What follows belongs to an exercise in optimizing a design on an open flow for small area and a short achievable clock period; a production flow would make more cautious choices. No functional check of the RTL was part of any run shown here. No driver is modelled on the clock port, so clock power and skew are understated where the tree is cut down; a real chip needs a root buffer or a tree. Power and IR drop assume default switching activity.

--- flow/config.mk ---
export PLATFORM = sky130hd
export DESIGN_NAME = test_wrapper
export DESIGN_NICKNAME = test_wrapper
export VERILOG_FILES = /design/flow/design.v
export SDC_FILE = /design/flow/constraint.sdc
export NUM_CORES = 4
export LEC_CHECK = 0
export ABC_AREA = 1
export CAP_MARGIN = 20
export CORE_MARGIN = 2
export CORE_UTILIZATION = 40
export SETUP_SLACK_MARGIN = 1.4
export SLEW_MARGIN = 20
export SYNTH_HIERARCHICAL = 1
--- flow/constraint.sdc ---
create_clock -name core_clock -period 3.0 [get_ports {clk}]
set_input_delay 0.6000 -clock core_clock [delete_from_list [all_inputs] [get_ports {clk}]]
set_output_delay 0.6000 -clock core_clock [all_outputs]
set_load 0.01 [all_outputs]
--- flow/flow/cts_root.tcl ---
rename clock_tree_synthesis my_tritoncts
proc clock_tree_synthesis { args } {
  my_tritoncts {*}$args
  my_drop_root_buffer
}

proc my_drop_root_buffer { } {
  set block [ord::get_db_block]
  set port_net [$block findNet $::env(FLOW_CLOCK_PORT)]
  set roots {}
  foreach it [$port_net getITerms] { lappend roots $it }
  if { [llength $roots] != 1 } { puts "drop_root: port drives [llength $roots] pins, kept"; return }
  set rit [lindex $roots 0]
  set root [$rit getInst]
  if { ![string match "sky130_fd_sc_hd__clkbuf_*" [[$root getMaster] getName]] } { puts "drop_root: no root buffer"; return }
  set root_net "NULL"
  foreach it [$root getITerms] {
    if { [$it isOutputSignal] } { set root_net [$it getNet] }
  }
  set loads {}
  foreach it [$root_net getITerms] {
    if { [$it isOutputSignal] } { continue }
    if { ![string match "sky130_fd_sc_hd__clkbuf_*" [[[$it getInst] getMaster] getName]] } {
      puts "drop_root: root drives a non-buffer, kept"; return
    }
    lappend loads $it
  }
  if { [llength $loads] > 4 } { puts "drop_root: root drives [llength $loads] buffers, kept"; return }
  foreach it $loads {
    $it disconnect
    $it connect $port_net
  }
  foreach it [$root getITerms] { $it disconnect }
  odb::dbInst_destroy $root
  odb::dbNet_destroy $root_net
  puts "drop_root: the clock port drives [llength $loads] buffers directly"
}
--- flow/design.v ---
module test_wrapper #(
	parameter SYS_VERSION = 41,
	parameter WIDTH = 16,
	parameter NUM_SUB_MON = 3
)(
	input clk,
	input reset,
	input       [5:0] slave_address,
	input             slave_read,
	input             slave_write,
	input      [31:0] slave_writedata,
	output reg [31:0] slave_readdata,
	output [15:0] dut_a,
	output [15:0] dut_b,
	input  [15:0] dut_out
);
	wire [7:0] we;
	wire [6:0] rs;
	wire       rd_hold;
	host_dec u_host_dec (
		.addr(slave_address), .rd(slave_read), .wr(slave_write),
		.we(we), .rs(rs), .hold(rd_hold)
	);
	reg [31:0] ctrl;
	wire [31:0] ctrl_next = we[0] ? slave_writedata : ctrl;
	reg        fsel;
	reg [15:0] man_a, man_b, set_a, set_b, clr_a, clr_b;
	always @(posedge clk)
		ctrl <= ctrl_next;
	always @(posedge clk) begin
		if (we[1]) fsel  <= slave_writedata[0];
		if (we[2]) man_a <= slave_writedata[15:0];
		if (we[3]) man_b <= slave_writedata[15:0];
		if (we[4]) set_a <= slave_writedata[15:0];
		if (we[5]) set_b <= slave_writedata[15:0];
		if (we[6]) clr_a <= slave_writedata[15:0];
		if (we[7]) clr_b <= slave_writedata[15:0];
	end
	wire rst    = ctrl[0];
	wire en     = ctrl[1];
	wire freeze = ctrl[2];
	reg [31:0] ra, rb;
	reg        rst_d, en_d, zero_d;
	function [31:0] lfsr_step(input [31:0] r);
		lfsr_step = {r[0], r[31], r[30] ^ r[0], r[29:27], r[26] ^ r[0], r[25] ^ r[0], r[24:1]};
	endfunction
	always @(posedge clk) begin
		rst_d <= rst;
		en_d  <= en;
	end
	always @(posedge clk)
		if (rst_d) begin
			ra <= 32'hCAFEF00D;
			rb <= 32'hFEEDC0DE;
		end else if (en_d) begin
			ra <= lfsr_step(ra);
			rb <= lfsr_step(rb);
		end
	localparam S_IDLE = 2'd0, S_READY = 2'd1, S_COUNT = 2'd2, S_DONE = 2'd3;
	reg [1:0] tstate;
	reg [3:0] delay_count;
	reg [3:0] out_count;
	wire dut_zero = ~|dut_out;
	always @(posedge clk)
		if (rst)
			tstate <= S_IDLE;
		else case (tstate)
			S_IDLE : if (dut_zero)   tstate <= S_READY;
			S_READY: if (&out_count) tstate <= S_COUNT;
			S_COUNT: if (dut_zero)   tstate <= S_DONE;
			default:                 tstate <= S_DONE;
		endcase
	always @(posedge clk)
		if (rst)
			delay_count <= 4'hF;
		else if (tstate == S_COUNT)
			delay_count <= delay_count + 1'b1;
	always @(posedge clk)
		if (rst || tstate == S_DONE || fsel)
			out_count <= 4'h0;
		else
			out_count <= out_count + 1'b1;
	reg [15:0] sa_0, sb_0, fa_0, fb_0;
	always @(posedge clk)
		zero_d <= rst || &out_count;
	wire [15:0] a_0 = zero_d ? 16'h0 : ra[15:0];
	wire [15:0] b_0 = zero_d ? 16'h0 : rb[15:0];
	always @(posedge clk)
		if (!fsel) begin
			sa_0 <= a_0 | set_a;
			sb_0 <= b_0 | set_b;
			fa_0 <= sa_0 & ~clr_a;
			fb_0 <= sb_0 & ~clr_b;
		end else begin
			sa_0 <= man_a;
			sb_0 <= man_b;
			fa_0 <= sa_0;
			fb_0 <= sb_0;
		end
	assign dut_a = fa_0;
	assign dut_b = fb_0;
	wire       sel = fa_0[0] & fb_0[0];
	wire [7:0] lo_p = fa_0[7:0] ^ fb_0[7:0];
	wire [7:0] lo_g = fa_0[7:0] & fb_0[7:0];
	wire [8:0] lo_c;
	pfx_carries u_lo_carries (.g(lo_g), .p(lo_p), .c_in(1'b0), .c(lo_c));
	wire [8:0] lo_sum = {lo_c[8], lo_p ^ lo_c[7:0]};
	reg  [7:0] r1_lo, r1_p, r1_g;
	reg        r1_c;
	always @(posedge clk) begin
		r1_lo <= sel ? fb_0[7:0]  : lo_sum[7:0];
		r1_c  <= sel ? 1'b0       : lo_sum[8];
		r1_p  <= sel ? fb_0[15:8] : fa_0[15:8] ^ fb_0[15:8];
		r1_g  <= sel ? 8'h00      : fa_0[15:8] & fb_0[15:8];
	end
	wire [8:0] hi_c;
	pfx_carries u_hi_carries (.g(r1_g), .p(r1_p), .c_in(r1_c), .c(hi_c));
	reg [15:0] ref2;
	always @(posedge clk)
		ref2 <= {r1_p ^ hi_c[7:0], r1_lo};
	wire [15:0] x = dut_out ^ ref2;
	integer i;
	reg [4:0] lzc;
	always @(*) begin
		lzc = 5'd16;
		for (i = 0; i < 16; i = i + 1)
			if (x[i]) lzc = 5'd15 - i;
	end
	reg [4:0] lz1, lz2, lz3, lz4, lz5;
	always @(posedge clk) begin
		lz1 <= lzc;
		lz2 <= lz1;
		lz3 <= lz2;
		lz4 <= lz3;
		lz5 <= lz4;
	end
	reg [3:0] rdy_ctr;
	always @(posedge clk)
		if (rst)
			rdy_ctr <= 4'd0;
		else if (!rdy_ctr[3])
			rdy_ctr <= rdy_ctr + 1'b1;
	wire ready = rdy_ctr[3];
	reg sb_en;
	wire sb_en_next = !ctrl_next[2] && !rst && (rdy_ctr[3] || &rdy_ctr[2:0]);
	always @(posedge clk)
		sb_en <= sb_en_next;
	reg [31:0] data_ctr, error_ctr;
	reg [4:0]  acc, maxacc, minacc;
	reg err_en;
	always @(posedge clk)
		err_en <= sb_en_next && !lz4[4];
	reg [2:0] data_f, error_f;
	wire [3:0] data_ci  = {sb_en  & (&data_f),  sb_en  & (&data_f[1:0]),  sb_en  & data_f[0],  sb_en};
	wire [3:0] error_ci = {err_en & (&error_f), err_en & (&error_f[1:0]), err_en & error_f[0], err_en};
	reg rst_cnt;
	always @(posedge clk)
		rst_cnt <= ctrl_next[0];
	integer j;
	always @(posedge clk)
		if (rst_cnt) begin
			data_ctr  <= 32'h0;
			error_ctr <= 32'h0;
			data_f    <= 3'b000;
			error_f   <= 3'b000;
		end else begin
			for (j = 0; j < 4; j = j + 1) begin
				if (data_ci[j])
					data_ctr[8 * j +: 8] <= data_ctr[8 * j +: 8] + 1'b1;
				if (error_ci[j])
					error_ctr[8 * j +: 8] <= error_ctr[8 * j +: 8] + 1'b1;
			end
			for (j = 0; j < 3; j = j + 1) begin
				data_f[j]  <= &data_ctr[8 * j + 1 +: 7]  & (data_ctr[8 * j]  ^ data_ci[j]);
				error_f[j] <= &error_ctr[8 * j + 1 +: 7] & (error_ctr[8 * j] ^ error_ci[j]);
			end
		end
	wire [4:0] acc_next = ready ? lz5 : 5'd16;
	always @(posedge clk)
		acc <= acc_next;
	reg        acc_gt, acc_lt;
	wire       max_upd = sb_en && acc_gt;
	wire       min_upd = sb_en && acc_lt;
	always @(posedge clk) begin
		acc_gt <= rst ? (acc_next > 5'd0)  : max_upd ? (acc_next > acc) : (acc_next > maxacc);
		acc_lt <= rst ? (acc_next < 5'd16) : min_upd ? (acc_next < acc) : (acc_next < minacc);
	end
	always @(posedge clk)
		if (rst) begin
			maxacc <= 5'd0;
			minacc <= 5'd16;
		end else begin
			if (max_upd) maxacc <= acc;
			if (min_upd) minacc <= acc;
		end
	wire        done = (tstate == S_DONE);
	wire [31:0] dut_delay = done ? {28'h0, delay_count} : 32'hFFFFFFFF;
	wire [31:0] sysver = SYS_VERSION;
	wire [31:0] maxacc_w = {26'h0, maxacc[4], 1'b0, maxacc[3:0]};
	wire [31:0] minacc_w = {26'h0, minacc[4], 1'b0, minacc[3:0]};
	wire [31:0] rd_next;
	genvar gb;
	generate
		for (gb = 0; gb < 32; gb = gb + 1) begin: rdbit
			wire n_cd, n_de, n_mm, n_sv;
			cell_aoi22 u_cd (.a1(rs[0]), .a2(ctrl[gb]), .b1(rs[2]), .b2(dut_delay[gb]), .y(n_cd));
			cell_aoi22 u_de (.a1(rs[3]), .a2(data_ctr[gb]), .b1(rs[4]), .b2(error_ctr[gb]), .y(n_de));
			if (gb == 4 || gb > 5) begin: narrow
				wire n_h;
				cell_nand2 u_h (.a(rd_hold), .b(slave_readdata[gb]), .y(n_h));
				cell_nand3 u_y (.a(n_cd), .b(n_de), .c(n_h), .y(rd_next[gb]));
			end else begin: wide
				wire n_mh;
				cell_aoi22 u_mm (.a1(rs[5]), .a2(maxacc_w[gb]), .b1(rs[6]), .b2(minacc_w[gb]), .y(n_mm));
				if ((SYS_VERSION >> gb) & 1) begin: sv1
					cell_aoi21 u_sv (.a1(rd_hold), .a2(slave_readdata[gb]), .b(rs[1]), .y(n_mh));
				end else begin: sv0
					cell_nand2 u_sv (.a(rd_hold), .b(slave_readdata[gb]), .y(n_mh));
				end
				cell_nand4 u_y (.a(n_cd), .b(n_de), .c(n_mm), .d(n_mh), .y(rd_next[gb]));
			end
		end
	endgenerate
	always @(posedge clk)
		slave_readdata <= rd_next;
endmodule
module pfx_carries (
	input  [7:0] g,
	input  [7:0] p,
	input        c_in,
	output [8:0] c
);
	wire [7:0] gl [0:3];
	wire [7:0] pl [0:3];
	wire       g0;
	pfx_g u_cin (.gh(g[0]), .ph(p[0]), .gl(c_in), .g(g0));
	assign gl[0] = {g[7:1], g0};
	assign pl[0] = p;
	genvar l, k;
	generate
		for (l = 0; l < 3; l = l + 1) begin: lvl
			for (k = 0; k < 8; k = k + 1) begin: bt
				if (k & (1 << l)) begin: node
					pfx_g u_g (
						.gh(gl[l][k]), .ph(pl[l][k]), .gl(gl[l][((k >> l) << l) - 1]),
						.g(gl[l + 1][k])
					);
					if (((k >> (l + 1)) << (l + 1)) != 0 && l < 2) begin: prop
						pfx_p u_p (
							.ph(pl[l][k]), .pl(pl[l][((k >> l) << l) - 1]),
							.p(pl[l + 1][k])
						);
					end else begin: noprop
						assign pl[l + 1][k] = 1'b0;
					end
				end else begin: pass
					assign gl[l + 1][k] = gl[l][k];
					assign pl[l + 1][k] = pl[l][k];
				end
			end
		end
	endgenerate
	assign c = {gl[3], c_in};
endmodule
module pfx_g (
	input  gh, ph, gl,
	output g
);
	assign g = gh | (ph & gl);
endmodule
module pfx_p (
	input  ph, pl,
	output p
);
	assign p = ph & pl;
endmodule
module host_dec (
	input  [5:0] addr,
	input        rd,
	input        wr,
	output [7:0] we,
	output [6:0] rs,
	output       hold
);
	dec_we   u_we   (.addr(addr), .rd(rd), .wr(wr), .we(we));
	dec_rs   u_rs   (.addr(addr), .rd(rd), .wr(wr), .rs(rs));
	dec_hold u_hold (.addr(addr), .rd(rd), .wr(wr), .hold(hold));
endmodule
module dec_we (
	input  [5:0] addr,
	input        rd,
	input        wr,
	output [7:0] we
);
	wire writing = wr & ~rd;
	assign we = {8{writing}} & {addr == 6'h28, addr == 6'h24, addr == 6'h20, addr == 6'h1C,
	                          addr == 6'h18, addr == 6'h14, addr == 6'h10, addr == 6'h00};
endmodule
module dec_rs (
	input  [5:0] addr,
	input        rd,
	input        wr,
	output [6:0] rs
);
	wire reading = rd & ~wr;
	assign rs = {7{reading}} & {addr == 6'h3C, addr == 6'h38, addr == 6'h34, addr == 6'h30,
	                          addr == 6'h2C, addr == 6'h04, addr == 6'h00};
endmodule
module dec_hold (
	input  [5:0] addr,
	input        rd,
	input        wr,
	output       hold
);
	wire readable = (addr[1:0] == 2'b00) &&
	                (addr[5:3] == 3'b000 || addr[5:4] == 2'b11 || addr[5:2] == 4'b1011);
	assign hold = ~(rd & ~wr & readable);
endmodule
module cell_aoi22 (input a1, a2, b1, b2, output y);
	assign y = ~((a1 & a2) | (b1 & b2));
endmodule
module cell_aoi21 (input a1, a2, b, output y);
	assign y = ~((a1 & a2) | b);
endmodule
module cell_nand2 (input a, b, output y);
	assign y = ~(a & b);
endmodule
module cell_nand3 (input a, b, c, output y);
	assign y = ~(a & b & c);
endmodule
module cell_nand4 (input a, b, c, d, output y);
	assign y = ~(a & b & c & d);
endmodule
--- flow/standard.sh ---
#!/bin/bash
# synth_recipe.tcl (not shown) runs the flow's synth.tcl, then flattens the netlist and writes it again
# the make line also repeats each setting of config.mk as NAME=value (left out here)
make -C /OpenROAD-flow-scripts/flow DESIGN_CONFIG=/design/flow/config.mk WORK_HOME=/design/flow/orfs CLKGATE_MAP_FILE= SYNTH_SCRIPT=/design/flow/synth_recipe.tcl "${@:-finish}"
--- flow/flow/run.sh ---
#!/bin/bash
set -euo pipefail
here=$(cd "$(dirname "$0")" && pwd)
export BUFFER_PORTS_ARGS="-buffer_cell sky130_fd_sc_hd__buf_2"
export CTS_ARGS="-sink_clustering_enable -repair_clock_nets -dont_use_dummy_load -sink_clustering_size 30 -sink_clustering_max_diameter 80"
export PRE_CTS_TCL="$here/cts_root.tcl"
export FLOW_CLOCK_PORT=clk
bash standard.sh > make.log 2>&1
==> results of run 1 <==
metal layers:
metal  GRT usage  vias up  part of all wire
li1            -     6575                 -
met1       0.234     6041              0.46
met2       0.286      227              0.47
met3      0.0204       56             0.041
met4      0.0566        0             0.031
met5           0        -                 0
through the flow:
stage	setup WS, ps	hold WS [ps]	area, um2	instances
after detailed placement	759	312	19000	2635
final	1290	297	20300	2694
after floorplan	1080	310	17800	1969
after CTS	1290	298	20000	2678
after global routing	1200	314	20300	2694
after global placement	806	310	19000	2635
worst max-delay path, cell delays in order, from the launching register on:
cell and delay (ps):
dfxtp_4 380, inv_4 30, or2_4 280, ha_4 290, nand2_4 50, nor2_4 100, nand2_1 50, o211ai_1 120
nand2_1 100, a32oi_2 230
power by group:
| group | leakage (nW) | internal, mW | switching [mW] |
|---|---|---|---|
| logic | 4.42 | 0.156 | 0.252 |
| clock network | 0.320 | 1.53 | 1.84 |
| registers | 3.90 | 6.48 | 0.0530 |
how the worst min path moves through the flow:
stage	from	cells after the start	to
after floorplan	lz1[0]	0	lz2[0]
after global placement	lz1[3]	0	lz2[3]
after detailed placement	lz3[0]	0	lz4[0]
after CTS	lz3[2]	0	lz4[2]
after global routing	lz3[4]	0	lz4[4]
final	lz3[2]	0	lz4[2]
timing repair:
| action | CTS | global route |
|---|---|---|
| endpoints found under the setup margin | 128 | 89 |
| endpoints found under the hold margin | 0 | 0 |
| gates cloned | 2 | 2 |
| pin swaps | 13 | 18 |
| gates resized for setup | 48 | 51 |
| setup buffers | 15 | 13 |
area by class of cell:
class / instances / area share
well taps: 585 / 0.0361
flip-flops and latches: 460 / 0.520
repair buffers: 172 / 0.0532
diodes: 1 / 0.000124
repair inverters: 1 / 0.000247
multi-input cells: 1218 / 0.313
clock buffers: 26 / 0.0321
inverters: 231 / 0.0446
state kept, by name (all words and copies together) (netlist names), 16 cells and up:
| register | cells |
|---|---|
| error_ctr | 32 |
| man_a | 16 |
| sa_0 | 16 |
| sb_0 | 16 |
| clr_b | 16 |
| ctrl | 32 |
| fa_0 | 16 |
| data_ctr | 32 |
| ref2 | 16 |
| rb | 32 |
| clr_a | 16 |
| set_b | 16 |
| man_b | 16 |
| set_a | 16 |
| slave_readdata | 32 |
| ra | 32 |
| fb_0 | 16 |
==> out/results.tsv, run 1 <==
stage	metric	value	unit
power	PD cells	509	mW/mm2
sta	Slew headroom	0.597	
synthesis	synthesized cell area	0.0176	mm2
global_routing	initial antenna violation count	1	
worst_setup_path	R2R setup slack	1290	ps
detailed_routing	post-detailed-route DRC marker count	0	
power	total chip power	10.3	mW
finish	post-layout net count	2210	
finish	FF/Latch Area	0.0105	mm2
worst_setup_path	Critical Path Start Type	flop	
global_routing	first-pass GRT wire length	63.9	mm
clocking	clock-pin slew on the worst setup and hold paths	110	ps
sta	Clock Skew	73.9	ps
sta	Final Max Tran Viols	0	
sta	# setup viols final	0	
finish	Final Util	0.468	
die	Top Ports	122	
global_routing	gr ovfl total	0	
synthesis	Avg Inst Size Synth	8.97	um2
worst_setup_path	RR Startpoint	rdy_ctr[3]	
job	maxcap violations	0	
die	die extent in y	214	um
sta	Hold Vio Cnt, Final	0	
sta	Worst-Margin Slew	604	ps
worst_setup_path	Worst R2R End	acc_gt	
detailed_routing	final WL	40.6	mm
worst_setup_path	Worst Setup End Kind	flop	
detailed_routing	routed via count	12900	
detailed_routing	per-cell routed wire length	15.1	um
status	status	finished clean	
clocking	Sink Count	460	
min_path	HP Class	reg2reg	
power	Peak VDD IR	0.000528	V
sta	RSZ-0062 raised after global routing	true	
placed_design	GP Congestion	0.838	
detailed_routing	Pre-Repair DR Iteration Count	5	
die	Die Footprint	0.0458	mm2
die	Initial Utilization	0.408	
power	LEAKAGE	8.64	nW
finish	number of fill cells	4115	
detailed_routing	drt via density	4.79	
global_routing	largest net degree at the start of global routing	65	
finish	most frequent cells in the layout	521 x nand2_1, 301 x dfxtp_1, 214 x inv_1	
placed_design	HPWL Detailed	27.8	mm
global_routing	gr usage total	0.172	
finish	P&R area growth vs syn	14.8	%
synthesis	Syn Inst Count	1968	
sta	Final Critical Period	1710	ps
sta	top achievable clock speed	585	MHz
worst_setup_path	Critical Path AT	2090	ps
clocking	hold buffer count at cts	0	
finish	multi-input logic area	0.00634	mm2
worst_setup_path	CP startpoint	rdy_ctr[3]	
worst_setup_path	Setup crit end	acc_gt	
detailed_routing	Initial DRC Count	879	
synthesis	Yosys warning count	8	
sta	Final period util	0.570	
clocking	worst skew pair latency	450	ps
global_routing	vias in the first global route	12000	
worst_setup_path	Crit path required time	3380	ps
worst_setup_path	Critical Path Fanout Max	4	
worst_setup_path	R2R cell count	9	
placed_design	I/O Buffers	120	
detailed_routing	antenna-violating nets left	0	
worst_setup_path	kind of critical path	reg2reg	
die	Die X-Extent	214	um
finish	commonest non-fill, non-tap cell in the layout	nand2_1	
sta	setup TNS	0	ps
finish	fraction of layout cells with a size suffix above 1	0.152	
die	row count	76	
die	Core Area	0.0433	mm2
==> run 2, diff against run 1 <==
--- a/flow/config.mk
+++ b/flow/config.mk
@@ -10,3 +10,3 @@
 export CORE_MARGIN = 2
-export CORE_UTILIZATION = 40
+export CORE_UTILIZATION = 55
 export SETUP_SLACK_MARGIN = 1.4
==> out/results.tsv, run 2 <==
stage	metric	value	unit
worst_setup_path	Crit path required time	3300	ps
min_path	HP Class	reg2reg	
worst_setup_path	kind of critical path	reg2reg	
clocking	worst skew pair latency	420	ps
detailed_routing	antenna-violating nets left	0	
worst_setup_path	critical path, cell by cell	inv_4 -> or2_4 -> ha_4 -> nand2_4 -> inv_2 -> nand3_2 -> o221ai_2 -> nand3_1 -> a32oi_1	
placed_design	I/O Buffers	120	
die	Top Ports	122	
global_routing	largest net degree at the start of global routing	65	
power	LEAKAGE	8.60	nW
sta	Clock Skew	55.1	ps
sta	RSZ-0062 raised after global routing	true	
worst_setup_path	slowest stage delay, CP	380	ps
sta	Slew headroom	0.543	
clocking	Sink Count	460	
global_routing	gr usage total	0.230	
finish	post-layout net count	2199	
power	sw frac	0.208	
worst_setup_path	Worst Setup End Kind	flop	
sta	top achievable clock speed	595	MHz
power	Seq pwr share	0.659	
detailed_routing	drt via density	5.02	
job	maxcap violations	0	
detailed_routing	routed via count	12600	
finish	number of fill cells	2681	
worst_setup_path	Critical Path AT	1980	ps
sta	setup TNS	0	ps
worst_setup_path	Critical Path Start Type	flop	
power	Clk network pwr share	0.301	
detailed_routing	per-cell routed wire length	15.4	um
die	Initial Utilization	0.559	
synthesis	Syn Inst Count	1968	
sta	Final Max Tran Viols	0	
power	Comb pwr share	0.040	
synthesis	Yosys warning count	8	
synthesis	Avg Inst Size Synth	8.97	um2
synthesis	synthesized cell area	0.0176	mm2
finish	fraction of layout cells with a size suffix above 1	0.147	
power	Switch Pwr	2.06	mW
sta	Worst-Margin Slew	684	ps
sta	Hold Vio Cnt, Final	0	
sta	Final period util	0.560	
die	die extent in y	183	um
detailed_routing	final WL	38.6	mm
power	Peak VDD IR	0.000499	V
power	total chip power	9.90	mW
sta	# setup viols final	0	
finish	P&R area growth vs syn	12.9	%
detailed_routing	Initial DRC Count	756	
finish	most frequent cells in the layout	518 x nand2_1, 311 x dfxtp_1, 215 x inv_1	
clocking	clock-pin slew on the worst setup and hold paths	90	ps
detailed_routing	post-detailed-route DRC marker count	0	
finish	commonest non-fill, non-tap cell in the layout	nand2_1	
global_routing	vias in the first global route	11800	
die	Die X-Extent	183	um
finish	multi-input logic area	0.00640	mm2
global_routing	gr ovfl total	0	
die	Core Area	0.0316	mm2
worst_setup_path	crit path max-delay cell type	dfxtp_4	
status	status	finished clean	
die	Die Footprint	0.0335	mm2
sta	Final Critical Period	1680	ps
global_routing	initial antenna violation count	4	
placed_design	GP Congestion	0.830	
global_routing	first-pass GRT wire length	61.4	mm
worst_setup_path	Critical Path Fanout Max	5	
die	row count	65	
detailed_routing	Pre-Repair DR Iteration Count	5	
clocking	hold buffer count at cts	0	
placed_design	HPWL Detailed	26.5	mm
power	Internal Power	7.84	mW
power	PD cells	497	mW/mm2
finish	FF/Latch Area	0.0105	mm2
-- run 2: final timing paths --
path	cells after the start	slack, ps	from	to
setup / recovery	9	1320	rdy_ctr[3]	acc_gt
setup reg to reg	9	1320	rdy_ctr[3]	acc_gt
hold / removal	0	330	lz4[2]	lz5[2]
hold reg to reg	0	330	lz4[2]	lz5[2]
-- run 2: worst max-delay path, delay by kind of cell, from the launching register on --
family,cells,cell delay (ps)
buf+inv,2,80
fa+ha+maj,1,300
compound gates,2,370
simple gates,4,460
flops,1,380
-- run 2: cell type report --
class | instances | share of cell area
multi-input combinational | 1217 | 0.321
clock buffer | 20 | 0.0251
inverter | 231 | 0.0449
antenna | 3 | 0.000377
timing repair buffer | 169 | 0.0546
tap | 402 | 0.0252
sequential | 460 | 0.528
-- run 2: what timing repair did --
item | CTS | global route
buffers inserted | 15 | 9
gates cloned | 3 | 0
endpoints found under the setup margin | 93 | 97
pin swaps | 15 | 14
gates resized for setup | 47 | 52
-- run 2: metal layers --
layer  routed length [um]  GRT usage
met5                    7          0
met4                  709     0.0448
met3                 1380     0.0264
met2                18700      0.401
met1                17800      0.312
-- run 2: power by group through the flow --
stage	registers, mW	clock network, mW	logic [mW]
after global placement	6.67	0	0.376
after global routing	6.54	3.27	0.439
after CTS	6.53	3.08	0.392
after floorplan	6.70	0	0.163
after detailed placement	6.67	0	0.383
final	6.53	2.98	0.394
-- run 2: metrics by stage --
stage / util / hold WS (ps) / std cells / cell area [um2] / worst slack, ps
2_1_floorplan: - / 310 / 1969 / 17800 / 1080
3_3_place_gp: 0.596 / 311 / 2452 / 18800 / 759
3_5_place_dp: 0.596 / 312 / 2452 / 18800 / 738
4_1_cts: 0.622 / 323 / 2490 / 19600 / 1290
5_1_grt: 0.631 / 324 / 2500 / 19900 / 1270
6_report: 0.631 / 334 / 2502 / 19900 / 1320
==> run 3, diff against run 2 <==
--- a/flow/design.v
+++ b/flow/design.v
@@ -128,10 +128,2 @@
 	end
-	reg [4:0] lz1, lz2, lz3, lz4, lz5;
-	always @(posedge clk) begin
-		lz1 <= lzc;
-		lz2 <= lz1;
-		lz3 <= lz2;
-		lz4 <= lz3;
-		lz5 <= lz4;
-	end
 	reg [3:0] rdy_ctr;
@@ -143,4 +135,13 @@
 	wire ready = rdy_ctr[3];
+	wire ready_next = !rst && (rdy_ctr[3] || &rdy_ctr[2:0]);
+	reg [4:0] lz1, lz2, lz3, lz4, lz5;
+	always @(posedge clk) begin
+		lz1 <= lzc;
+		lz2 <= lz1;
+		lz3 <= lz2;
+		lz4 <= lz3;
+		lz5 <= ready_next ? lz4 : 5'd16;
+	end
 	reg sb_en;
-	wire sb_en_next = !ctrl_next[2] && !rst && (rdy_ctr[3] || &rdy_ctr[2:0]);
+	wire sb_en_next = !ctrl_next[2] && ready_next;
 	always @(posedge clk)
@@ -177,3 +178,3 @@
 		end
-	wire [4:0] acc_next = ready ? lz5 : 5'd16;
+	wire [4:0] acc_next = lz5;
 	always @(posedge clk)
@@ -181,2 +182,12 @@
 	reg        acc_gt, acc_lt;
+	function gt5(input [4:0] a, input [4:0] b);
+		reg r;
+		integer i;
+		begin
+			r = 1'b0;
+			for (i = 0; i < 5; i = i + 1)
+				r = (a[i] & ~b[i]) | (~(a[i] ^ b[i]) & r);
+			gt5 = r;
+		end
+	endfunction
 	wire       max_upd = sb_en && acc_gt;
@@ -184,4 +195,4 @@
 	always @(posedge clk) begin
-		acc_gt <= rst ? (acc_next > 5'd0)  : max_upd ? (acc_next > acc) : (acc_next > maxacc);
-		acc_lt <= rst ? (acc_next < 5'd16) : min_upd ? (acc_next < acc) : (acc_next < minacc);
+		acc_gt <= rst ? gt5(acc_next, 5'd0)  : max_upd ? gt5(acc_next, acc) : gt5(acc_next, maxacc);
+		acc_lt <= rst ? gt5(5'd16, acc_next) : min_upd ? gt5(acc, acc_next) : gt5(minacc, acc_next);
 	end
==> out/results.tsv, run 3 <==
stage	metric	value	unit
sta	Worst-Margin Slew	608	ps
sta	Final period util	0.532	
global_routing	initial antenna violation count	4	
worst_setup_path	R2R cell count	10	
worst_setup_path	critical path's top delay family	simple AND/OR/NAND/NOR gates	
sta	Hold Vio Cnt, Final	0	
detailed_routing	final WL	39.6	mm
finish	P&R area growth vs syn	12.3	%
global_routing	first-pass GRT wire length	61.5	mm
clocking	clock-pin slew on the worst setup and hold paths	110	ps
sta	Clock Skew	53.1	ps
power	Peak VDD IR	0.000526	V
global_routing	gr ovfl total	0	
finish	fraction of layout cells with a size suffix above 1	0.142	
job	maxcap violations	0	
power	LEAKAGE	8.61	nW
clocking	Sink Count	460	
sta	setup TNS	0	ps
die	Core Area	0.0316	mm2
clocking	worst skew pair latency	420	ps
sta	# setup viols final	0	
finish	post-layout net count	2205	
worst_setup_path	Worst Setup End Kind	flop	
placed_design	placed instance area	0.0188	mm2
detailed_routing	Initial DRC Count	890	
detailed_routing	drt via density	5.13	
sta	Hold Slack	320	ps
sta	Final Max Tran Viols	0	
synthesis	synthesized cell area	0.0177	mm2
placed_design	GP Congestion	0.844	
detailed_routing	Pre-Repair DR Iteration Count	5	
die	die extent in y	183	um
worst_setup_path	critical path, cell by cell	buf_2 -> inv_8 -> nor2_4 -> nand2_1 -> nor2_2 -> buf_4	
die	row count	65	
detailed_routing	post-detailed-route DRC marker count	0	
worst_setup_path	kind of critical path	in2reg	
worst_setup_path	R2R setup slack	1440	ps
worst_setup_path	crit path max-delay cell type	buf_4	
detailed_routing	per-cell routed wire length	15.8	um
synthesis	Avg Inst Size Synth	8.97	um2
min_path	Hold Path Depth	0	
worst_setup_path	RR Startpoint	err_en	
die	Die Footprint	0.0336	mm2
min_path	HP Class	reg2reg	
detailed_routing	antenna-violating nets left	0	
die	Die X-Extent	183	um
synthesis	Yosys warning count	8	
worst_setup_path	Crit path required time	3080	ps
sta	top achievable clock speed	627	MHz
status	status	finished clean	
finish	number of fill cells	2755	
worst_setup_path	Setup crit end	set_b[2]	
sta	RSZ-0062 raised after global routing	true	
die	Top Ports	122	
synthesis	Syn Inst Count	1971	
worst_setup_path	WP buf/inv	3	
worst_setup_path	Critical Path AT	1680	ps
placed_design	I/O Buffers	120	
sta	Slew headroom	0.595	
detailed_routing	routed via count	12900	
worst_setup_path	Critical Path Fanout Max	16	
global_routing	vias in the first global route	11900	
sta	Final Critical Period	1600	ps
die	Initial Utilization	0.559	
worst_setup_path	Worst R2R End	error_ctr[30]	
worst_setup_path	slowest stage delay, CP	310	ps
worst_setup_path	critical path depth in cells	6	
placed_design	HPWL Detailed	26.6	mm
finish	cell area after layout	0.0199	mm2
global_routing	gr usage total	0.229	
finish	commonest non-fill, non-tap cell in the layout	nand2_1	
worst_setup_path	CP startpoint	slave_write	
power	PD cells	499	mW/mm2
global_routing	largest net degree at the start of global routing	65	
finish	most frequent cells in the layout	524 x nand2_1, 308 x dfxtp_1, 224 x inv_1	
worst_setup_path	Critical Path Start Type	input pin	
run 3: cell types whose count changed in the layout (fill, tap and decap cells not counted), moves of 7 or more:
cell | before | now
nor2_1 | 135 | 148
inv_1 | 215 | 224
nor3_1 | 27 | 19
buf_4 | 37 | 30
buf_12 | 5 | 12
a21oi_1 | 107 | 99
ha_1 | 33 | 41
run 3: metal layers:
metal,track usage,vias up,wire length [um]
li1,-,6566,-
met1,0.315,6013,18000
met2,0.392,222,19000
met3,0.0310,47,1880
met4,0.0438,6,639
met5,0,-,37
run 3: per-stage QoR:
step                std cells  total power, mW   util  setup WS, ps
floorplan                1972             6.86      -          1170
global placement         2453             7.05  0.595           853
detailed placement       2453             7.06  0.595           825
CTS                      2485             9.99  0.618          1360
global route             2503             10.3  0.627          1360
finish                   2504             9.91  0.627          1400
run 3: where the power goes:
group | internal (mW) | switching, mW | leakage (nW)
combinational | 0.158 | 0.237 | 4.47
sequential | 6.47 | 0.0547 | 3.90
clock | 1.20 | 1.78 | 0.246
total | 7.83 | 2.08 | 8.61
run 3: final cells by class:
| class | count | area (um2) | area share |
|---|---|---|---|
| flip-flops and latches | 460 | 10500 | 0.530 |
| multi-input cells | 1216 | 6270 | 0.316 |
| repair buffers | 167 | 1120 | 0.0562 |
| inverters | 237 | 923 | 0.0465 |
| well taps | 402 | 503 | 0.0253 |
| clock buffers | 20 | 500 | 0.0252 |
| repair inverters | 1 | 5.00 | 0.000252 |
| diodes | 1 | 2.50 | 0.000126 |
run 3: worst min-delay path by stage:
stage               slack, ps    from     end
floorplan                 310  lz1[0]  lz2[0]
global placement          310  lz1[3]  lz2[3]
detailed placement        310  lz1[4]  lz2[4]
CTS                       330  lz2[0]  lz3[0]
global route              330  lz1[3]  lz2[3]
finish                    320  lz2[0]  lz3[0]
run 3: timing repair:
item / in CTS / in global routing
hold buffers: 0 / 0
buffers inserted: 12 / 16
cloned: 0 / 2
gates resized for setup: 28 / 34
hold endpoints to repair: 0 / 0
endpoints found under the setup margin: 132 / 68
pin swaps: 17 / 19
run 3: worst register-to-register path, cell delays in order (launching register included):
cell     delay, ps
dfxtp_4        380
nand2_4         70
inv_4           80
nand2_4         70
inv_4           70
nand2_4         70
nor3_4         250
nand2_2         90
nor2_4         140
nand3_1         70
nor3b_2        150
==> run 4, diff against run 3 <==
--- a/flow/config.mk
+++ b/flow/config.mk
@@ -10,3 +10,3 @@
 export CORE_MARGIN = 2
-export CORE_UTILIZATION = 55
+export CORE_UTILIZATION = 40
 export SETUP_SLACK_MARGIN = 1.4
==> out/results.tsv, run 4 <==
stage	metric	value	unit
placed_design	HPWL Detailed	27.0	mm
worst_setup_path	kind of critical path	reg2out	
sta	Final Worst Setup Slack	1360	ps
finish	commonest non-fill, non-tap cell in the layout	nand2_1	
finish	post-layout net count	2213	
die	Core Area	0.0439	mm2
sta	Final Max Tran Viols	0	
sta	top achievable clock speed	608	MHz
power	sw frac	0.212	
die	row count	77	
min_path	hold path start	lz1[4]	
global_routing	gr ovfl total	0	
min_path	HP Class	reg2reg	
finish	most frequent cells in the layout	518 x nand2_1, 299 x dfxtp_1, 226 x inv_1	
placed_design	GP Congestion	0.825	
detailed_routing	Pre-Repair DR Iteration Count	6	
sta	Clock Skew	76.6	ps
worst_setup_path	RR Startpoint	maxacc[1]	
synthesis	synthesized cell area	0.0177	mm2
sta	Worst-Margin Slew	629	ps
worst_setup_path	WP buf/inv	2	
worst_setup_path	crit path max-delay cell type	dfxtp_4	
die	Initial Utilization	0.402	
sta	Slew headroom	0.580	
min_path	Hold Path Depth	0	
synthesis	Avg Inst Size Synth	8.97	um2
sta	setup TNS	0	ps
worst_setup_path	R2R setup slack	1420	ps
power	Seq pwr share	0.652	
power	Switch Pwr	2.12	mW
synthesis	Syn Inst Count	1971	
global_routing	gr usage total	0.175	
clocking	Sink Count	460	
sta	RSZ-0062 raised after global routing	true	
die	Die X-Extent	214	um
worst_setup_path	critical path, cell by cell	buf_6 -> buf_6	
global_routing	initial antenna violation count	2	
die	Top Ports	122	
worst_setup_path	Worst Setup End Kind	primary output	
detailed_routing	Initial DRC Count	731	
worst_setup_path	cell mode on critical path	buf_6	
detailed_routing	per-cell routed wire length	15.1	um
placed_design	Place WS	777	ps
global_routing	largest net degree at the start of global routing	65	
job	maxcap violations	0	
status	status	finished clean	
placed_design	I/O Buffers	120	
power	Peak VDD IR	0.000378	V
sta	# setup viols final	0	
power	Internal Power	7.89	mW
worst_setup_path	Crit path required time	2400	ps
finish	P&R area growth vs syn	15.3	%
detailed_routing	post-detailed-route DRC marker count	0	
worst_setup_path	critical path's top delay family	flip-flops	
sta	Hold Slack	334	ps
global_routing	vias in the first global route	12200	
worst_setup_path	Critical Path AT	1040	ps
sta	Final period util	0.548	
die	Die Footprint	0.0459	mm2
worst_setup_path	Worst R2R End	acc_gt	
worst_setup_path	R2R cell count	8	
detailed_routing	final WL	40.8	mm
detailed_routing	antenna-violating nets left	0	
min_path	hold endpoint	lz2[4]	
power	LEAKAGE	8.66	nW
worst_setup_path	Critical Path Start Type	flop	
worst_setup_path	critical path depth in cells	2	
die	die extent in y	214	um
power	Comb pwr share	0.041	
detailed_routing	routed via count	12900	
power	PD cells	491	mW/mm2
sta	Hold Vio Cnt, Final	0	
worst_setup_path	slowest stage delay, CP	370	ps
detailed_routing	drt via density	4.76	
clocking	clock-pin slew on the worst setup and hold paths	110	ps
worst_setup_path	Critical Path Fanout Max	2	
finish	fraction of layout cells with a size suffix above 1	0.154	
synthesis	Yosys warning count	8	
sta	Final Critical Period	1640	ps
placed_design	dpl cells	2639	
clocking	worst skew pair latency	430	ps
global_routing	first-pass GRT wire length	64.7	mm
power	Clk network pwr share	0.307	
finish	Cell Count, Final, Fillers Out	2702	
## run 4: cell types whose count changed in the layout (fill, tap and decap cells not counted), moves of 3 or more
cell,delta
dfxtp_1,-9
nand2_1,-6
dfxtp_4,+5
buf_12,+4
buf_2,-4
buf_4,+4
dfxtp_2,+4
nand2_2,+4
nor2_4,+4
ha_1,-3
ha_4,+3
## run 4: how the worst max path moves through the flow
stage                        startpoint                 to  slack (ps)
final                           fb_0[0]           dut_b[0]        1360
after global routing      error_ctr[19]      error_ctr[23]        1290
after CTS                        lz5[1]             acc_lt        1380
after detailed placement    slave_write          man_b[12]         780
after global placement       slave_read  slave_readdata[6]         810
after floorplan             slave_write              sb_en        1170
## run 4: area by class of cell
class	count	area (um2)
Antenna cell	1	2.50
Clock buffer	21	526
Fill cell	4222	23500
Inverter	237	935
Multi-Input combinational cell	1218	6370
Sequential cell	460	10600
Tap cell	592	741
Timing Repair Buffer	172	1250
Timing Repair inverter	1	7.51
## run 4: repair_timing
action | CTS | global route
gates cloned | 5 | 0
hold buffers | 0 | 0
pin swaps | 17 | 23
setup buffers | 24 | 12
endpoints found under the setup margin | 167 | 72
resized for setup | 56 | 50
## run 4: power groups by stage
stage	logic [mW]	registers [mW]	clock network, mW
floorplan	0.165	6.69	0
global placement	0.394	6.67	0
detailed placement	0.400	6.67	0
CTS	0.411	6.52	3.17
global route	0.452	6.53	3.39
finish	0.412	6.52	3.07
## run 4: routing by layer
layer	vias to the layer above	wire length, um	global-route usage
li1	6578	-	-
met1	5948	18700	0.234
met2	265	18400	0.287
met3	73	2050	0.0267
met4	4	1640	0.0662
met5	-	28	0
## run 4: worst reg2reg max path, stage by stage (launching register included)
cell and delay (ps):
dfxtp_2 330, inv_1 100, ha_4 210, a31o_2 230, a21o_1 160, a21oi_2 140
o21bai_1 70, a21oi_1 140, a21oi_1 80
## run 4: through the flow
step	util	instance area [um2]	total power, mW
floorplan	-	17800	6.86
global placement	0.433	19000	7.06
detailed placement	0.433	19000	7.07
CTS	0.457	20100	10.1
global route	0.464	20400	10.4
finish	0.464	20400	10.0
==> run 5, diff against run 4 <==
--- a/flow/config.mk
+++ b/flow/config.mk
@@ -10,3 +10,3 @@
 export CORE_MARGIN = 2
-export CORE_UTILIZATION = 40
+export CORE_UTILIZATION = 70
 export SETUP_SLACK_MARGIN = 1.4
==> out/results.tsv, run 5 <==
stage	metric	value	unit
detailed_routing	Initial DRC Count	1143	
die	Die Footprint	0.0265	mm2
worst_setup_path	crit path max-delay cell type	a21boi_0	
power	LEAKAGE	8.56	nW
worst_setup_path	critical path, cell by cell	clkinvlp_4 -> a21boi_0	
synthesis	Syn Inst Count	1971	
placed_design	GP Congestion	0.857	
clocking	worst skew pair latency	410	ps
finish	P&R area growth vs syn	11.9	%
global_routing	vias in the first global route	12400	
detailed_routing	antenna-violating nets left	0	
sta	Worst-Margin Slew	615	ps
die	Core Area	0.0250	mm2
detailed_routing	per-cell routed wire length	16.0	um
power	Peak VDD IR	0.000568	V
worst_setup_path	Critical Path Start Type	flop	
sta	setup TNS	0	ps
sta	top achievable clock speed	606	MHz
synthesis	Yosys warning count	8	
sta	Hold Slack	332	ps
clocking	Sink Count	460	
status	status	finished clean	
placed_design	I/O Buffers	120	
sta	Slew headroom	0.590	
finish	cell area after layout	0.0198	mm2
global_routing	gr usage total	0.289	
finish	Final Util	0.793	
sta	Final period util	0.550	
finish	most frequent cells in the layout	522 x nand2_1, 314 x dfxtp_1, 226 x inv_1	
sta	Clock Skew	44.4	ps
job	maxcap violations	0	
worst_setup_path	critical path's top delay family	compound AO/OA/AOI/OAI gates	
placed_design	HPWL Detailed	25.9	mm
min_path	HP Class	reg2reg	
worst_setup_path	Critical Path AT	1920	ps
die	Initial Utilization	0.708	
global_routing	largest net degree at the start of global routing	65	
worst_setup_path	slowest stage delay, CP	560	ps
die	Top Ports	122	
detailed_routing	post-detailed-route DRC marker count	0	
clocking	hold buffer count at cts	0	
sta	Final Critical Period	1650	ps
power	PD cells	492	mW/mm2
worst_setup_path	Critical Path Fanout Max	33	
sta	Hold Vio Cnt, Final	0	
detailed_routing	routed via count	13000	
finish	post-layout net count	2208	
finish	fraction of layout cells with a size suffix above 1	0.143	
global_routing	gr ovfl total	0	
global_routing	first-pass GRT wire length	61.0	mm
die	die extent in y	163	um
detailed_routing	final WL	39.0	mm
sta	Final Max Tran Viols	0	
sta	# setup viols final	0	
sta	RSZ-0062 raised after global routing	true	
synthesis	synthesized cell area	0.0177	mm2
die	Die X-Extent	163	um
detailed_routing	Pre-Repair DR Iteration Count	5	
worst_setup_path	Crit path required time	3270	ps
die	row count	58	
finish	commonest non-fill, non-tap cell in the layout	nand2_1	
detailed_routing	drt via density	5.34	
synthesis	Avg Inst Size Synth	8.97	um2
worst_setup_path	Worst Setup End Kind	flop	
worst_setup_path	kind of critical path	reg2reg	
placed_design	placed instance area	0.0187	mm2
global_routing	initial antenna violation count	6	
clocking	clock-pin slew on the worst setup and hold paths	110	ps
worst_setup_path	WP buf/inv	1	
==> run 5: area by class of cell <==
cell class | instances | area (um2)
multi-input cells | 1218 | 6350
flip-flops and latches | 460 | 10500
inverters | 237 | 935
diodes | 4 | 10.0
repair inverters | 2 | 10.0
repair buffers | 169 | 1100
well taps | 330 | 413
clock buffers | 18 | 450
fillers | 1680 | 5180
==> run 5: repair_timing <==
action	4_1_cts	5_1_grt
resized for setup	33	43
pin swaps	13	18
gates cloned	3	3
setup endpoints to repair	185	76
buffers inserted	16	17
==> run 5: power breakdown <==
part           leakage, nW  internal, mW  switching [mW]
Combinational         4.45         0.159           0.237
Clock                0.222          1.09            1.71
Sequential            3.90          6.47          0.0557
Total                 8.56          7.72            2.01
==> run 5: path summary, 6_finish.rpt <==
path / startpoint / endpoint / slack (ps) / cells past startpoint
setup reg to reg: fsel / fb_0[8] / 1350 / 2
hold / removal: lz2[4] / lz3[4] / 330 / 0
hold reg to reg: lz2[4] / lz3[4] / 330 / 0
setup / recovery: fsel / fb_0[8] / 1350 / 2
==> run 5: metrics by stage <==
step / instances / power, mW / setup slack (ps)
after floorplan: 1972 / 6.86 / 1170
final: 2438 / 9.73 / 1350
after global placement: 2377 / 7.04 / 843
after detailed placement: 2377 / 7.05 / 815
after global routing: 2437 / 10.0 / 1220
after CTS: 2414 / 9.76 / 1380
==> run 5: worst register-to-register path, cell delays in order, from the launching register on <==
cell	delay (ps)
edfxtp_1	440
clkinvlp_4	510
a21boi_0	570
==> run 5: routing by layer <==
metal	global-route usage	wire length (um)
met5	0	21
met4	0.0897	1080
met1	0.375	16400
met3	0.0428	2470
met2	0.503	19000
==> run 6, diff against run 5 <==
--- a/flow/config.mk
+++ b/flow/config.mk
@@ -10,4 +10,4 @@
 export CORE_MARGIN = 2
-export CORE_UTILIZATION = 70
-export SETUP_SLACK_MARGIN = 1.4
+export CORE_UTILIZATION = 55
+export SETUP_SLACK_MARGIN = 1.5
 export SLEW_MARGIN = 20
==> out/results.tsv, run 6 <==
stage	metric	value	unit
worst_setup_path	Critical Path Fanout Max	2	
die	Top Ports	122	
finish	Cell Count, Final, Fillers Out	2530	
global_routing	largest net degree at the start of global routing	68	
detailed_routing	Pre-Repair DR Iteration Count	5	
synthesis	Avg Inst Size Synth	8.97	um2
die	Die X-Extent	183	um
power	Peak VDD IR	0.000492	V
finish	Final Util	0.658	
detailed_routing	drt via density	5.13	
worst_setup_path	R2R setup slack	1420	ps
clocking	worst skew pair latency	430	ps
sta	Clock Skew	73.8	ps
sta	# setup viols final	0	
finish	most frequent cells in the layout	501 x nand2_1, 259 x dfxtp_1, 218 x inv_1	
placed_design	I/O Buffers	120	
die	Initial Utilization	0.559	
die	die extent in y	183	um
synthesis	synthesized cell area	0.0177	mm2
worst_setup_path	Worst Setup End Kind	flop	
power	LEAKAGE	8.96	nW
finish	cell area after layout	0.0208	mm2
min_path	hold endpoint	ref2[0]	
die	row count	65	
detailed_routing	WL met3	1.77	mm
detailed_routing	post-detailed-route DRC marker count	0	
min_path	hold path start	r1_lo[0]	
worst_setup_path	Critical Path Start Type	flop	
detailed_routing	routed via count	13000	
worst_setup_path	RR Startpoint	acc[1]	
detailed_routing	antenna-violating nets left	0	
die	Core Area	0.0316	mm2
clocking	Sink Count	460	
worst_setup_path	Critical Path AT	1830	ps
min_path	Hold Path Depth	0	
placed_design	dpl cells	2453	
detailed_routing	Initial DRC Count	813	
finish	commonest non-fill, non-tap cell in the layout	nand2_1	
finish	number of fill cells	2575	
worst_setup_path	R2R cell count	8	
power	PD cells	480	mW/mm2
placed_design	placed instance area	0.0188	mm2
sta	Final Critical Period	1580	ps
placed_design	GP Congestion	0.826	
die	Die Footprint	0.0336	mm2
global_routing	gr ovfl total	0	
worst_setup_path	crit path max-delay cell type	dfxtp_2	
global_routing	gr usage total	0.237	
worst_setup_path	Crit path required time	3260	ps
synthesis	Yosys warning count	8	
sta	top achievable clock speed	634	MHz
finish	post-layout net count	2231	
global_routing	first-pass GRT wire length	63.2	mm
sta	Hold Vio Cnt, Final	0	
sta	RSZ-0062 raised after global routing	true	
placed_design	HPWL Detailed	27.1	mm
sta	Final Max Tran Viols	0	
detailed_routing	WL met1	18.9	mm
finish	P&R area growth vs syn	17.8	%
sta	setup TNS	0	ps
worst_setup_path	Worst R2R End	acc_gt	
detailed_routing	per-cell routed wire length	16.5	um
sta	Final period util	0.526	
sta	Slew headroom	0.547	
detailed_routing	met2 wire length	20.1	mm
finish	fraction of layout cells with a size suffix above 1	0.198	
worst_setup_path	kind of critical path	reg2reg	
global_routing	vias in the first global route	12100	
worst_setup_path	slowest stage delay, CP	350	ps
sta	Worst-Margin Slew	680	ps
global_routing	initial antenna violation count	4	
min_path	HP Class	reg2reg	
synthesis	Syn Inst Count	1971	
worst_setup_path	critical path, cell by cell	inv_2 -> ha_4 -> a31o_2 -> a21o_1 -> a21oi_2 -> nor2_1 -> o21bai_1 -> a21oi_1	
detailed_routing	final WL	41.8	mm
job	maxcap violations	0	
detailed_routing	Top Layer Used	met5	
clocking	clock-pin slew on the worst setup and hold paths	110	ps
power	total chip power	10.0	mW
status	status	finished clean	
-- run 6: changes by cell type in the layout (fill, tap and decap cells not counted), sizes merged --
| cell | change |
|---|---|
| buf | +20 |
| clkbuf | +7 |
| diode | -3 |
| inv | -2 |
| nor2 | -2 |
| clkinv | +1 |
| clkinvlp | -1 |
-- run 6: timing repair --
| item | CTS | global route |
|---|---|---|
| setup endpoints to repair | 253 | 152 |
| gates cloned | 1 | 6 |
| pin swaps | 17 | 41 |
| gates resized for setup | 145 | 120 |
| hold buffers | 0 | 0 |
| setup buffers | 30 | 19 |
-- run 6: layout make-up --
class / count / area (um2) / share of cell area
inverter: 237 / 928 / 0.0446
clock buffer: 20 / 500 / 0.0240
timing repair buffer: 194 / 1790 / 0.0860
antenna: 1 / 2.50 / 0.000120
multi-input combinational: 1216 / 6490 / 0.311
tap: 402 / 503 / 0.0241
sequential: 460 / 10600 / 0.510
-- run 6: worst max path at each step --
stage                     start         to  slack [ps]
finish                   acc[1]     acc_gt        1420
floorplan           slave_write      sb_en        1170
detailed placement  slave_write  man_b[14]         810
global route             lz5[1]     acc_gt        1330
CTS                   maxacc[1]     acc_gt        1380
global placement    slave_write  set_a[15]         870
-- run 6: power by group --
group / leakage [nW] / switching (mW) / internal (mW)
Sequential: 3.91 / 0.0647 / 6.47
Clock: 0.246 / 1.80 / 1.20
Combinational: 4.80 / 0.248 / 0.209
Total: 8.96 / 2.11 / 7.89
-- run 6: through the flow --
step | hold slack [ps] | setup WS (ps)
2_1_floorplan | 310 | 1170
3_3_place_gp | 310 | 875
3_5_place_dp | 312 | 811
4_1_cts | 308 | 1380
5_1_grt | 311 | 1330
6_report | 335 | 1420
-- run 6: critical path, delay by kind of cell, from the launching register on --
kind                     cells  cell delay [ps]
AO/OA/AOI/OAI                5              720
adder cells (fa/ha/maj)      1              240
buffers and inverters        1               50
AND/OR/NAND/NOR              1               50
flip-flops                   1              350
-- run 6: routing by layer --
layer / track usage / vias to the layer above
met1: 0.322 / 6081
met3: 0.0278 / 50
li1: - / 6605
met4: 0.0506 / 4
met2: 0.410 / 229
met5: 0 / -
==> run 7, diff against run 6 <==
--- a/flow/config.mk
+++ b/flow/config.mk
@@ -11,3 +11,3 @@
 export CORE_UTILIZATION = 55
-export SETUP_SLACK_MARGIN = 1.5
+export SETUP_SLACK_MARGIN = 1.3
 export SLEW_MARGIN = 20
==> out/results.tsv, run 7 <==
stage	metric	value	unit
sta	Clock Skew	58.2	ps
placed_design	I/O Buffers	120	
power	Peak VDD IR	0.000536	V
sta	Worst-Margin Slew	658	ps
clocking	worst skew pair latency	420	ps
global_routing	gr ovfl total	0	
global_routing	vias in the first global route	11900	
worst_setup_path	R2R setup slack	1280	ps
min_path	hold endpoint	lz2[4]	
worst_setup_path	R2R cell count	3	
finish	Final Util	0.614	
placed_design	GP Congestion	0.847	
finish	P&R area growth vs syn	9.81	%
min_path	hold path start	lz1[4]	
die	Core Area	0.0316	mm2
worst_setup_path	Worst R2R End	sb_0[10]	
sta	top achievable clock speed	583	MHz
finish	cell area after layout	0.0194	mm2
clocking	clock-pin slew on the worst setup and hold paths	110	ps
detailed_routing	Pre-Repair DR Iteration Count	5	
power	LEAKAGE	8.46	nW
die	Top Ports	122	
global_routing	grt met3 use	0.0292	
synthesis	Syn Inst Count	1971	
synthesis	Yosys warning count	8	
synthesis	Avg Inst Size Synth	8.97	um2
die	die extent in y	183	um
sta	Slew headroom	0.559	
sta	Final period util	0.572	
placed_design	placed instance area	0.0188	mm2
power	PD cells	509	mW/mm2
finish	commonest non-fill, non-tap cell in the layout	nand2_1	
die	Die Footprint	0.0336	mm2
finish	fraction of layout cells with a size suffix above 1	0.118	
finish	post-layout net count	2189	
sta	# setup viols final	0	
global_routing	gr busiest metal	met2	
sta	setup TNS	0	ps
die	Die X-Extent	183	um
worst_setup_path	kind of critical path	reg2reg	
finish	most frequent cells in the layout	526 x nand2_1, 324 x dfxtp_1, 229 x inv_1	
worst_setup_path	RR Startpoint	zero_d	
job	maxcap violations	0	
global_routing	largest net degree at the start of global routing	65	
min_path	Hold Path Depth	0	
worst_setup_path	Critical Path AT	1990	ps
global_routing	first-pass GRT wire length	61.6	mm
status	status	finished clean	
min_path	HP Class	reg2reg	
global_routing	gr usage total	0.230	
die	Initial Utilization	0.559	
worst_setup_path	Crit path required time	3280	ps
detailed_routing	final WL	38.7	mm
sta	Hold Vio Cnt, Final	0	
placed_design	Place WS	835	ps
power	total chip power	9.88	mW
sta	Final Critical Period	1720	ps
placed_design	HPWL Detailed	26.9	mm
detailed_routing	Initial DRC Count	824	
sta	Final Max Tran Viols	0	
worst_setup_path	Worst Setup End Kind	flop	
sta	RSZ-0062 raised after global routing	true	
detailed_routing	per-cell routed wire length	15.5	um
die	row count	65	
detailed_routing	routed via count	12700	
detailed_routing	antenna-violating nets left	0	
global_routing	initial antenna violation count	8	
global_routing	GR Util met1	0.315	
synthesis	synthesized cell area	0.0177	mm2
detailed_routing	drt via density	5.10	
global_routing	met2 GRT Util	0.394	
worst_setup_path	Critical Path Fanout Max	12	
worst_setup_path	Critical Path Start Type	flop	
detailed_routing	post-detailed-route DRC marker count	0	
clocking	Sink Count	460	
sta	Final Worst Setup Slack	1280	ps
run 7: layout make-up:
type                            instances  area (um2)
Fill cell                            2741       12200
Timing Repair Buffer                  152         861
Tap cell                              402         503
Timing Repair inverter                  1        5.00
Multi-Input combinational cell       1215        6120
Sequential cell                       460       10500
Antenna cell                            4        10.0
Inverter                              237         911
Clock buffer                           20         500
run 7: worst max-delay path, stage by stage, from the launching register on:
cell        delay (ps)
dfxtp_1            500
clkinvlp_2         630
a21oi_1            320
o21ai_0            120
run 7: worst max-delay path by stage:
stage,slack [ps],cells after the start,from,to
finish,1280,3,zero_d,sb_0[10]
detailed placement,830,9,slave_write,slave_readdata[8]
global placement,870,9,slave_write,slave_readdata[8]
floorplan,1080,4,slave_write,set_a[0]
CTS,1310,9,fa_0[1],r1_lo[5]
global route,1220,3,zero_d,sb_0[1]
run 7: through the flow:
step                instances  hold WS (ps)
finish                   2491           320
global route             2490           327
CTS                      2484           322
detailed placement       2458           312
global placement         2458           310
floorplan                1972           310
run 7: where the power goes:
group | leakage (nW) | total [mW] | switching [mW] | internal, mW
clock network | 0.246 | 2.98 | 1.77 | 1.20
registers | 3.89 | 6.53 | 0.0583 | 6.47
logic | 4.32 | 0.370 | 0.218 | 0.152
total | 8.46 | 9.88 | 2.05 | 7.83
run 7: timing repair:
action | in CTS | in global routing
pin swaps | 3 | 0
setup endpoints to repair | 55 | 37
hold buffers | 0 | 0
setup buffers | 6 | 2
hold endpoints to repair | 0 | 0
gates cloned | 0 | 1
resized for setup | 8 | 15
run 7: routing by layer:
metal,part of all wire,wire (um),up-vias
li1,-,-,6519
met2,0.47,18300,219
met5,0.0010,40,-
met4,0.018,684,6
met3,0.047,1810,45
met1,0.46,17900,5911
==> run 8, diff against run 7 <==
--- a/flow/flow/run.sh
+++ b/flow/flow/run.sh
@@ -6,2 +6,3 @@
 export PRE_CTS_TCL="$here/cts_root.tcl"
+export POST_CTS_TCL="$here/post_cts.tcl"
 export FLOW_CLOCK_PORT=clk
==> flow/flow/post_cts.tcl (new file) <==
# Area recovery after clock tree synthesis: downsize gates off the critical
# paths while keeping the setup slack margin, then legalize the placement.
log_cmd repair_timing -setup_margin $::env(SETUP_SLACK_MARGIN) -recover_power 100 -verbose
log_cmd detailed_placement
--- a/flow/config.mk
+++ b/flow/config.mk
@@ -11,3 +11,3 @@
 export CORE_UTILIZATION = 55
-export SETUP_SLACK_MARGIN = 1.3
+export SETUP_SLACK_MARGIN = 1.4
 export SLEW_MARGIN = 20
==> out/results.tsv, run 8 <==
stage	metric	value	unit
sta	RSZ-0062 raised after global routing	true	
min_path	Hold Path Depth	0	
min_path	hold path start	lz2[0]	
synthesis	Avg Inst Size Synth	8.97	um2
detailed_routing	drt via density	5.13	
finish	post-layout net count	2212	
clocking	clock-pin slew on the worst setup and hold paths	110	ps
detailed_routing	per-cell routed wire length	15.9	um
synthesis	synthesized cell area	0.0177	mm2
sta	Final Max Tran Viols	0	
power	LEAKAGE	8.37	nW
detailed_routing	Initial DRC Count	890	
worst_setup_path	Critical Path Fanout Max	6	
power	Peak VDD IR	0.000521	V
global_routing	first-pass GRT wire length	61.6	mm
detailed_routing	final WL	39.8	mm
finish	P&R area growth vs syn	11.7	%
die	Die Footprint	0.0336	mm2
worst_setup_path	kind of critical path	reg2reg	
sta	Worst-Margin Slew	598	ps
min_path	HP Class	reg2reg	
sta	Hold Vio Cnt, Final	0	
detailed_routing	routed via count	12900	
global_routing	gr ovfl total	0	
die	Initial Utilization	0.559	
worst_setup_path	Critical Path AT	1870	ps
worst_setup_path	R2R cell count	10	
worst_setup_path	Crit path required time	3280	ps
synthesis	Yosys warning count	8	
worst_setup_path	Critical Path Start Type	flop	
worst_setup_path	Worst Setup End Kind	flop	
sta	Clock Skew	51.2	ps
detailed_routing	post-detailed-route DRC marker count	0	
global_routing	initial antenna violation count	2	
sta	top achievable clock speed	628	MHz
die	die extent in y	183	um
placed_design	HPWL Detailed	26.6	mm
sta	Slew headroom	0.601	
die	Die X-Extent	183	um
finish	fraction of layout cells with a size suffix above 1	0.118	
detailed_routing	antenna-violating nets left	0	
sta	Final period util	0.530	
sta	# setup viols final	0	
detailed_routing	Pre-Repair DR Iteration Count	5	
global_routing	gr usage total	0.230	
finish	most frequent cells in the layout	523 x nand2_1, 306 x dfxtp_1, 224 x inv_1	
synthesis	Syn Inst Count	1971	
sta	Final Critical Period	1590	ps
status	status	finished clean	
clocking	worst skew pair latency	420	ps
die	Core Area	0.0316	mm2
die	Top Ports	122	
finish	commonest non-fill, non-tap cell in the layout	nand2_1	
placed_design	GP Congestion	0.844	
sta	setup TNS	0	ps
worst_setup_path	CP startpoint	sb_en	
worst_setup_path	RR Startpoint	sb_en	
placed_design	I/O Buffers	120	
power	total chip power	9.89	mW
power	PD cells	501	mW/mm2
finish	number of diodes	0	
job	maxcap violations	0	
die	row count	65	
clocking	Sink Count	460	
global_routing	vias in the first global route	11900	
global_routing	largest net degree at the start of global routing	65	
run 8: final cells by class:
type                    instances  area, um2
repair inverters                2       10.0
fillers                      2782      11900
inverters                     237        933
well taps                     402        503
repair buffers                173        988
clock buffers                  20        500
flip-flops and latches        460      10500
multi-input cells            1216       6280
run 8: critical path: stages, from the launching register on:
cell	delay, ps
dfxtp_4	400
nand2_4	60
clkinvlp_4	100
nand2_4	80
clkinvlp_4	110
nand2_4	90
nor3_4	170
nand2_1	90
nor2_2	140
nand3_1	80
nor3b_1	140
run 8: power by group:
group          internal (mW)  leakage [nW]  switching, mW  total [mW]
clock network           1.20         0.246           1.78        2.98
logic                  0.137          4.23          0.237       0.373
registers               6.47          3.90         0.0561        6.53
total                   7.81          8.37           2.08        9.89
run 8: worst paths after layout:
check,to,slack (ps)
worst max-delay path,data_ctr[30],1410
worst min-delay path,lz3[0],320
worst max register to register,data_ctr[30],1410
worst min register to register,lz3[0],320
run 8: through the flow:
step	cells	worst slack [ps]	utilization	hold WS [ps]	cell area, um2
3_5_place_dp	2453	825	0.595	312	18800
3_3_place_gp	2453	853	0.595	310	18800
5_1_grt	2510	1330	0.624	330	19800
2_1_floorplan	1972	1170	-	310	17800
6_report	2510	1410	0.624	319	19800
run 8: metal layers:
layer / GRT usage / vias to the layer above / part of all wire
li1: - / 6581 / -
met1: 0.318 / 6013 / 0.45
met2: 0.392 / 243 / 0.48
met3: 0.0300 / 45 / 0.050
met4: 0.0419 / 4 / 0.018
met5: 0 / - / 0.00075
==> run 9, diff against run 8 <==
==> flow/flow/run.sh (replaced) <==
#!/bin/bash
set -euo pipefail
here=$(cd "$(dirname "$0")" && pwd)
export BUFFER_PORTS_ARGS="-buffer_cell sky130_fd_sc_hd__buf_2"
export CTS_ARGS="-sink_clustering_enable -repair_clock_nets -dont_use_dummy_load -sink_clustering_size 25 -sink_clustering_max_diameter 80"
export PRE_CTS_TCL="$here/cts_root.tcl"
export FLOW_CLOCK_PORT=clk
bash standard.sh > make.log 2>&1
--- a/flow/config.mk
+++ b/flow/config.mk
@@ -10,3 +10,3 @@
 export CORE_MARGIN = 2
-export CORE_UTILIZATION = 55
+export CORE_UTILIZATION = 40
 export SETUP_SLACK_MARGIN = 1.4
removed: flow/flow/post_cts.tcl
==> out/results.tsv, run 9 <==
stage	metric	value	unit
detailed_routing	routed via count	12900	
worst_setup_path	R2R cell count	10	
sta	RSZ-0062 raised after global routing	true	
sta	Final period util	0.559	
worst_setup_path	RR Startpoint	sb_en	
worst_setup_path	Critical Path Start Type	flop	
worst_setup_path	Critical Path Fanout Max	2	
min_path	HP Class	reg2reg	
synthesis	Avg Inst Size Synth	8.97	um2
worst_setup_path	Critical Path AT	1080	ps
min_path	hold path start	r1_lo[0]	
worst_setup_path	slowest stage delay, CP	370	ps
worst_setup_path	crit path max-delay cell type	dfxtp_4	
sta	top achievable clock speed	597	MHz
finish	cell area after layout	0.0205	mm2
worst_setup_path	Crit path required time	2400	ps
finish	fraction of layout cells with a size suffix above 1	0.159	
worst_setup_path	kind of critical path	reg2out	
job	maxcap violations	0	
sta	Clock Skew	102	ps
finish	P&R area growth vs syn	15.7	%
placed_design	dpl cells	2639	
power	PD cells	494	mW/mm2
worst_setup_path	WP buf/inv	2	
detailed_routing	per-cell routed wire length	15.1	um
detailed_routing	post-detailed-route DRC marker count	0	
power	Peak VDD IR	0.000363	V
finish	number of diodes	0	
worst_setup_path	critical path's top delay family	flip-flops	
min_path	Hold Path Depth	0	
worst_setup_path	critical path depth in cells	2	
synthesis	synthesized cell area	0.0177	mm2
sta	Final Max Tran Viols	0	
sta	Final Critical Period	1680	ps
global_routing	gr ovfl total	0	
sta	# setup viols final	0	
finish	commonest non-fill, non-tap cell in the layout	nand2_1	
worst_setup_path	CP startpoint	fa_0[0]	
clocking	clock-pin slew on the worst setup and hold paths	90	ps
detailed_routing	Initial DRC Count	788	
global_routing	first-pass GRT wire length	64.6	mm
die	Die X-Extent	214	um
global_routing	initial antenna violation count	2	
finish	Cell Count, Final, Fillers Out	2705	
finish	multi-input logic area	0.00636	mm2
finish	post-layout net count	2217	
die	row count	77	
finish	number of fill cells	4233	
die	Die Footprint	0.0459	mm2
finish	most frequent cells in the layout	516 x nand2_1, 297 x dfxtp_1, 224 x inv_1	
synthesis	Yosys warning count	8	
detailed_routing	Pre-Repair DR Iteration Count	5	
placed_design	HPWL Detailed	27.0	mm
die	Top Ports	122	
placed_design	placed instance area	0.0190	mm2
status	status	finished clean	
synthesis	Syn Inst Count	1971	
sta	Hold Vio Cnt, Final	0	
power	total chip power	10.1	mW
global_routing	vias in the first global route	12100	
power	LEAKAGE	8.72	nW
global_routing	gr usage total	0.174	
global_routing	largest net degree at the start of global routing	65	
die	Initial Utilization	0.402	
sta	Worst-Margin Slew	615	ps
worst_setup_path	Worst Setup End Kind	primary output	
die	Core Area	0.0439	mm2
placed_design	I/O Buffers	120	
sta	setup TNS	0	ps
sta	Slew headroom	0.590	
clocking	worst skew pair latency	450	ps
placed_design	GP Congestion	0.825	
die	die extent in y	214	um
detailed_routing	drt via density	4.76	
detailed_routing	antenna-violating nets left	0	
detailed_routing	final WL	40.9	mm
finish	FF/Latch Area	0.0106	mm2
clocking	Sink Count	460	
worst_setup_path	critical path, cell by cell	buf_4 -> buf_6	
==> run 9: layer usage <==
layer,part of all wire,vias up,wire [um],GRT usage
met2,0.46,251,18900,0.295
met3,0.040,61,1620,0.0182
li1,-,6569,-,-
met4,0.029,4,1200,0.0468
met1,0.47,5987,19200,0.239
met5,0.00059,-,24,0
==> run 9: final timing paths <==
path	end	slack [ps]
min reg2reg	ref2[0]	330
max	dut_a[0]	1320
max reg2reg	data_ctr[30]	1340
min	ref2[0]	330
==> run 9: layout make-up <==
class / count / area share
flip-flops and latches: 460 / 0.517
multi-input cells: 1218 / 0.311
repair buffers: 174 / 0.0624
inverters: 237 / 0.0450
well taps: 592 / 0.0362
clock buffers: 23 / 0.0281
repair inverters: 1 / 0.000367
==> run 9: report_power, final <==
group          internal [mW]  switching [mW]
Sequential              6.46          0.0541
Clock                   1.37            1.82
Combinational          0.159           0.250
==> run 9: metrics by stage <==
step	setup WS, ps	util	hold WS [ps]
finish	1320	0.466	331
global route	1260	0.466	336
CTS	1360	0.457	333
global placement	809	0.433	311
floorplan	1170	-	310
detailed placement	777	0.433	312
==> run 9: timing repair <==
item / 4_1_cts / 5_1_grt
gates cloned: 5 / 0
buffers inserted: 15 / 23
hold buffers: 0 / 0
endpoints found under the setup margin: 163 / 76
gates resized for setup: 71 / 51
pin swaps: 12 / 27

static timing again, ports no longer ideal:
Ports are ideal in the flow. The routed layouts listed here were re-timed in OpenROAD. Step 1 sets driving cells, clkbuf_16 on the clock port and buf_2 on the other inputs (assumed; they add their load-dependent delay and slew). Step 2 also shifts input and output timing later by t, the mid clock arrival at the registers, as if the neighbouring blocks saw the same clock. Slacks: no drivers / after step 1 / after step 2; pairs: no drivers / after step 1.
run	t (ns)	slack for setup (ns)
run 1	0.492	1.290 / 1.290 / 0.956
run 2	0.459	1.320 / 1.300 / 1.059
run 3	0.461	1.404 / 1.363 / 0.985
run 4	0.472	1.355 / 1.283 / 0.988
run 5	0.449	1.351 / 1.311 / 0.978
run 6	0.460	1.423 / 1.397 / 1.080
run 7	0.460	1.285 / 1.285 / 0.996
run 8	0.462	1.409 / 1.344 / 0.994
run 9	0.466	1.324 / 1.256 / 1.008
After both steps every run listed still meets setup and hold.
